This design comes from an exercise in tuning for small area on the open sky130 flow, not from production work.
The RTL was checked by simulation tests, not by an equivalence proof against the original design.
The flow treats the clock pin as an ideal source, which a real chip does not have.

==> wip/lagoon <==
// gemm_datapath
module gemm_datapath (
    input   wire              clk,
    input   wire              reset_n,
    input   wire  [ 63 : 0 ]  inp_mem_read_DOUT,
    input   wire  [ 63 : 0 ]  wgt_mem_read_DOUT,
    input   wire  [  7 : 0 ]  b_en,
    input   wire  [  7 : 0 ]  b_path_en,
    input   wire  [255 : 0 ]  acc_mem_read_DOUT,
    output  wire  [255 : 0 ]  acc_mem_write_DIN
);
==> flow/config.mk <==
export PLATFORM = sky130hd
export DESIGN_NAME = gemm_datapath
export DESIGN_NICKNAME = gemm_datapath
export VERILOG_FILES = /design/flow/design.v
export SDC_FILE = /design/flow/constraint.sdc
export NUM_CORES = 4
export LEC_CHECK = 0
export CAP_MARGIN = 20
export CORE_MARGIN = 2
export CORE_UTILIZATION = 55
export PLACE_DENSITY = 0.65
export SLEW_MARGIN = 20
export SYNTH_HIERARCHICAL = 1
export SYNTH_MINIMUM_KEEP_SIZE = 0
==> flow/constraint.sdc <==
create_clock -name core_clock -period 7.0 [get_ports {clk}]
set_input_delay 1.4000 -clock core_clock [delete_from_list [all_inputs] [get_ports {clk}]]
set_output_delay 1.4000 -clock core_clock [all_outputs]
set_load 0.01 [all_outputs]
standard.sh (not shown) runs the stock make flow with config.mk's settings and CLKGATE_MAP_FILE= SYNTH_SCRIPT=/design/flow/synth_recipe.tcl, a recipe that flattens the netlist after the stock synthesis.
==> flow/flow/run.sh <==
#!/bin/bash
# Layout flow: the standard flow (standard.sh, ORFS from synthesis to the
# final layout) with the standard synthesis unchanged and three changes to the
# layout steps, made through ORFS's own hooks:
#  - the port buffers are buf_1 cells (BUFFER_PORTS_ARGS);
#  - clock tree synthesis inserts no dummy loads and may use smaller clock
#    buffers (CTS_ARGS);
#  - after clock tree synthesis, cells on paths with timing slack are
#    downsized and the placement legalized again (post_cts.tcl).
# Every tool's full output goes to ORFS's logs (orfs/logs/...) and this
# script's own output to flow.log, in the folder it runs in.
set -euo pipefail
here=$(pwd)
export BUFFER_PORTS_ARGS="-buffer_cell sky130_fd_sc_hd__buf_1"
export CTS_ARGS="-sink_clustering_enable -repair_clock_nets -dont_use_dummy_load -sink_clustering_size 30 -sink_clustering_max_diameter 60 -buf_list {sky130_fd_sc_hd__clkbuf_4 sky130_fd_sc_hd__clkbuf_8 sky130_fd_sc_hd__clkbuf_16}"
export POST_CTS_TCL="$here/flow/post_cts.tcl"
bash standard.sh > "$here/flow.log" 2>&1
==> flow/flow/post_cts.tcl <==
# Downsize cells on paths with slack (keeping 0.15 ns of setup margin), then
# legalize the placement again.
repair_timing -recover_power 100 -setup_margin 0.15 -verbose
detailed_placement
check_placement -verbose
==> inputs of wip/raven, as changes to wip/lagoon <==
--- a/flow/design.v
+++ b/flow/design.v
@@ -1,15 +1,13 @@
 module gemm_dot8 (
   input  wire [31:0] one, two, neg,
   input  wire [ 9:0] nsum,
   input  wire [63:0] w,
-  output wire [9:0] lo,      
-  output wire         co,      
-  output wire [18:10] ha, hb   
+  output wire [18:0] s
 );
   wire t0 = (one[0] & w[0]) ^ neg[0];
   wire t1 = ((one[0] & w[1]) | (two[0] & w[0])) ^ neg[0];
   wire t2 = ((one[0] & w[2]) | (two[0] & w[1])) ^ neg[0];
   wire t3 = ((one[0] & w[3]) | (two[0] & w[2])) ^ neg[0];
   wire t4 = ((one[0] & w[4]) | (two[0] & w[3])) ^ neg[0];
   wire t5 = ((one[0] & w[5]) | (two[0] & w[4])) ^ neg[0];
   wire t6 = ((one[0] & w[6]) | (two[0] & w[5])) ^ neg[0];
@@ -843,19 +841,17 @@
   wire t834, t835;
   gemm_fa u273 (.a(t823), .b(t832), .c(t825), .s(t834), .co(t835));
   wire t836, t837;
   gemm_fa u274 (.a(1'b1), .b(t829), .c(t831), .s(t836), .co(t837));
   wire t838, t839;
   gemm_fa u275 (.a(t836), .b(t833), .c(t835), .s(t838), .co(t839));
   wire [18:0] ra = {1'b1, t837, t838, t827, t826, t783, t782, t707, t706, t656, t543, t542, t433, t432, t355, t352, t328, t306, t294};
   wire [18:0] rb = {1'b0, t839, 1'b0, t834, 1'b0, t806, 1'b0, t746, 1'b0, 1'b0, t602, 1'b0, t484, 1'b0, t390, t354, 1'b0, 1'b0, 1'b0};
-  assign {co, lo} = ra[9:0] + rb[9:0];
-  assign ha = ra[18:10];
-  assign hb = rb[18:10];
+  assign s = ra + rb;
 endmodule
 module gemm_negsum (
   input  wire [31:0] neg,
   output wire [ 9:0] nsum
 );
   wire n0, n1;
   gemm_fa u0 (.a(neg[0]), .b(neg[4]), .c(neg[8]), .s(n0), .co(n1));
   wire n2, n3;
@@ -893,95 +889,16 @@
   wire n34, n35;
   gemm_fa u17 (.a(n30), .b(n32), .c(n27), .s(n34), .co(n35));
   wire n36, n37;
   gemm_fa u18 (.a(n29), .b(n31), .c(n33), .s(n36), .co(n37));
   wire [9:0] ra = {1'b0, n37, n35, n34, n25, n24, n15, n14, n6, n2};
   wire [9:0] rb = {1'b0, 1'b0, n36, 1'b0, n26, 1'b0, n16, 1'b0, 1'b0, n4};
   assign nsum = ra + rb;
 endmodule
-module gemm_acci (
-  input  wire [14:0] a,
-  input  wire [9:0] slo,
-  input  wire        sc,
-  input  wire [18:10] sha, shb,
-  output wire [14:0] y,       
-  output wire        co,      
-  output wire [18:15] sh       
-);
-  wire [18:10] shi = sha + shb + {8'd0, sc};
-  wire [18:0] s = {shi, slo};
-  wire k0 = a[0] ^ s[0];
-  wire k1 = a[0] & s[0];
-  wire k2, k3;
-  gemm_fa u0 (.a(a[1]), .b(s[1]), .c(k1), .s(k2), .co(k3));
-  wire k4, k5;
-  gemm_fa u1 (.a(a[2]), .b(s[2]), .c(k3), .s(k4), .co(k5));
-  wire k6, k7;
-  gemm_fa u2 (.a(a[3]), .b(s[3]), .c(k5), .s(k6), .co(k7));
-  wire k8, k9;
-  gemm_fa u3 (.a(a[4]), .b(s[4]), .c(k7), .s(k8), .co(k9));
-  wire k10, k11;
-  gemm_fa u4 (.a(a[5]), .b(s[5]), .c(k9), .s(k10), .co(k11));
-  wire k12, k13;
-  gemm_fa u5 (.a(a[6]), .b(s[6]), .c(k11), .s(k12), .co(k13));
-  wire k14, k15;
-  gemm_fa u6 (.a(a[7]), .b(s[7]), .c(k13), .s(k14), .co(k15));
-  wire k16, k17;
-  gemm_fa u7 (.a(a[8]), .b(s[8]), .c(k15), .s(k16), .co(k17));
-  wire k18, k19;
-  gemm_fa u8 (.a(a[9]), .b(s[9]), .c(k17), .s(k18), .co(k19));
-  wire k20, k21;
-  gemm_fa u9 (.a(a[10]), .b(s[10]), .c(k19), .s(k20), .co(k21));
-  wire k22, k23;
-  gemm_fa u10 (.a(a[11]), .b(s[11]), .c(k21), .s(k22), .co(k23));
-  wire k24, k25;
-  gemm_fa u11 (.a(a[12]), .b(s[12]), .c(k23), .s(k24), .co(k25));
-  wire k26, k27;
-  gemm_fa u12 (.a(a[13]), .b(s[13]), .c(k25), .s(k26), .co(k27));
-  wire k28, k29;
-  gemm_fa u13 (.a(a[14]), .b(s[14]), .c(k27), .s(k28), .co(k29));
-  assign y = {k28, k26, k24, k22, k20, k18, k16, k14, k12, k10, k8, k6, k4, k2, k0};
-  assign co = k29;
-  assign sh = s[18:15];
-endmodule
-module gemm_acco (
-  input  wire        rst,
-  input  wire [14:0] y,
-  input  wire        ci,
-  input  wire [31:15] ah,
-  input  wire [18:15] sh,
-  output wire [31:0] o
-);
-  wire k0, k1;
-  gemm_fa u0 (.a(ah[15]), .b(sh[15]), .c(ci), .s(k0), .co(k1));
-  wire k2, k3;
-  gemm_fa u1 (.a(ah[16]), .b(sh[16]), .c(k1), .s(k2), .co(k3));
-  wire k4, k5;
-  gemm_fa u2 (.a(ah[17]), .b(sh[17]), .c(k3), .s(k4), .co(k5));
-  wire k6, k7;
-  gemm_fa u3 (.a(ah[18]), .b(sh[18]), .c(k5), .s(k6), .co(k7));
-  wire c19 = k7;
-  wire [12:0] ahi = ah[31:19];
-  wire [12:0] allone, allzero;    
-  assign allone[0] = 1'b1;
-  assign allzero[0] = 1'b1;
-  genvar i;
-  generate for (i = 1; i < 13; i = i + 1) begin: P
-    assign allone[i]  = allone[i-1] & ahi[i-1];
-    assign allzero[i] = allzero[i-1] & ~ahi[i-1];
-  end endgenerate
-  wire inc = c19 & ~sh[18];
-  wire dec = ~c19 & sh[18];
-  wire [12:0] hi = ahi ^ (({13{inc}} & allone) | ({13{dec}} & allzero));
-  assign o = {32{~rst}} & {hi, k6, k4, k2, k0, y};
-endmodule
-module gemm_mux64 (input wire s, input wire [63:0] a, b, output wire [63:0] y);
-  assign y = s ? a : b;
-endmodule
 module gemm_fa (input wire a, b, c, output wire s, co);
   assign s  = a ^ b ^ c;
   assign co = (a & b) | (c & (a ^ b));
 endmodule
 `timescale 1ns/1ps
 module gemm_datapath (
     input   wire              clk,
     input   wire              reset_n,
@@ -1038,57 +955,31 @@
   reg [31:0] one, two, neg;
   reg [ 9:0] nsum;
   always @(posedge clk) begin
     one  <= one_d;
     two  <= two_d;
     neg  <= neg_d;
     nsum <= nsum_d;
   end
-  reg rst_q;
-  always @(posedge clk) rst_q <= ~reset_n;
-  wire [63:0] sw_d [0:7];
+  wire [63:0] sw_d [0:8];
   assign sw_d[0] = wl[WD];
   generate for (m = 0; m < 8; m = m + 1) begin: ROW
     wire pen = pel[ED-m][m];
     wire ben = bel[ED-m][m];
     reg  [63:0] sw;    
     reg  [63:0] aw;    
-    if (m < 7) begin: CHAIN
-      gemm_mux64 swmux (.s(pen), .a(sw_d[m]), .b(sw), .y(sw_d[m+1]));
-      always @(posedge clk) sw <= sw_d[m+1];
-    end else begin: LAST
-      always @(posedge clk) if (pen) sw <= sw_d[m];
-    end
-    always @(posedge clk) if (ben) aw <= sw;
-    wire [9:0]  dlo;
-    wire        dco;
-    wire [18:10] dha, dhb;
-    gemm_dot8 dot8 (.one(one), .two(two), .neg(neg), .nsum(nsum), .w(aw),
-                    .lo(dlo), .co(dco), .ha(dha), .hb(dhb));
-    reg  [9:0]  slo;
-    reg         sc;
-    reg  [18:10] sha, shb;
-    always @(posedge clk) begin
-      slo <= dlo;
-      sc  <= dco;
-      sha <= dha;
-      shb <= dhb;
-    end
-    wire [14:0] accl_d;
-    wire        accc_d;
-    wire [18:15] accs_d;
-    gemm_acci acci (.a(acc_mem_read_DOUT[32*m+:15]), .slo(slo), .sc(sc), .sha(sha), .shb(shb),
-                    .y(accl_d), .co(accc_d), .sh(accs_d));
-    reg  [14:0] accl;
-    reg         accc;
-    reg  [31:15] acch;
-    reg  [18:15] accs;
+    assign sw_d[m+1] = pen ? sw_d[m] : sw;
     always @(posedge clk) begin
-      accl <= accl_d;
-      accc <= accc_d;
-      acch <= acc_mem_read_DOUT[32*m+15+:17];
-      accs <= accs_d;
+      sw <= sw_d[m+1];
+      if (ben) aw <= sw;
     end
-    gemm_acco acco (.rst(rst_q), .y(accl), .ci(accc), .ah(acch), .sh(accs),
-                    .o(acc_mem_write_DIN[32*m+:32]));
+    wire [18:0] dot;
+    gemm_dot8 dot8 (.one(one), .two(two), .neg(neg), .nsum(nsum), .w(aw), .s(dot));
+    reg  [18:0] sum;
+    always @(posedge clk) sum <= dot;
+    reg [31:0] acc_out;
+    always @(posedge clk)
+      if (!reset_n) acc_out <= 32'd0;
+      else          acc_out <= acc_mem_read_DOUT[32*m+:32] + {{13{sum[18]}}, sum};
+    assign acc_mem_write_DIN[32*m+:32] = acc_out;
   end endgenerate
 endmodule
==> flow/run.sh (new file) <==
#!/bin/bash
# synth_recipe.tcl (not shown) runs the flow's synth.tcl, then flattens the netlist and writes it again
# the make line also repeats each setting of config.mk as NAME=value (left out here)
make -C /OpenROAD-flow-scripts/flow DESIGN_CONFIG=/design/flow/config.mk WORK_HOME=/design/flow/orfs CLKGATE_MAP_FILE= SYNTH_SCRIPT=/design/flow/synth_recipe.tcl finish
removed: flow/flow/run.sh
removed: flow/flow/post_cts.tcl
removed: flow/standard.sh
==> summary of the runs <==
- wip/raven finished with timing, DRC and antenna clean. wip/lagoon passed the timing, design-rule and antenna checks.
- Against wip/lagoon, the design area of wip/raven is larger by 9.5%.
- Of wip/raven and wip/lagoon, wip/lagoon has the higher register-to-register slack (gap 0.14 ns).
- Against wip/lagoon, the first-iteration DRC count of wip/raven is larger by 9.2%.
- Of wip/raven and wip/lagoon, wip/lagoon has the higher setup slack (gap 0.14 ns).

separate check: timing with driven ports:
In the flow no input, the clock included, has a driving cell. The finished layouts below were timed again as built, in two steps.
Step 1 sets driving cells, clkbuf_16 on the clock port and buf_2 on the other inputs (assumed; they add their load-dependent delay and slew).
Step 2 also shifts input and output timing later by t, the mid clock arrival at the registers, as if the neighbouring blocks saw the same clock.
a / b / c = ideal / step 1 / step 2; a / b = the first two.
run	t, ns	setup WS [ns]	slew at the worst register clock pin (ns)
wip/lagoon	1.055	0.270 / 0.270 / -0.503	0.12 / 0.12
wip/raven	1.043	0.126 / 0.126 / 0.126	0.08 / 0.08
With both steps, setup timing fails in wip/lagoon, where it was met with ideal ports. For wip/lagoon, which loses most, drivers alone change the setup slack by 0.000 ns; drivers and shift together by -0.773 ns.
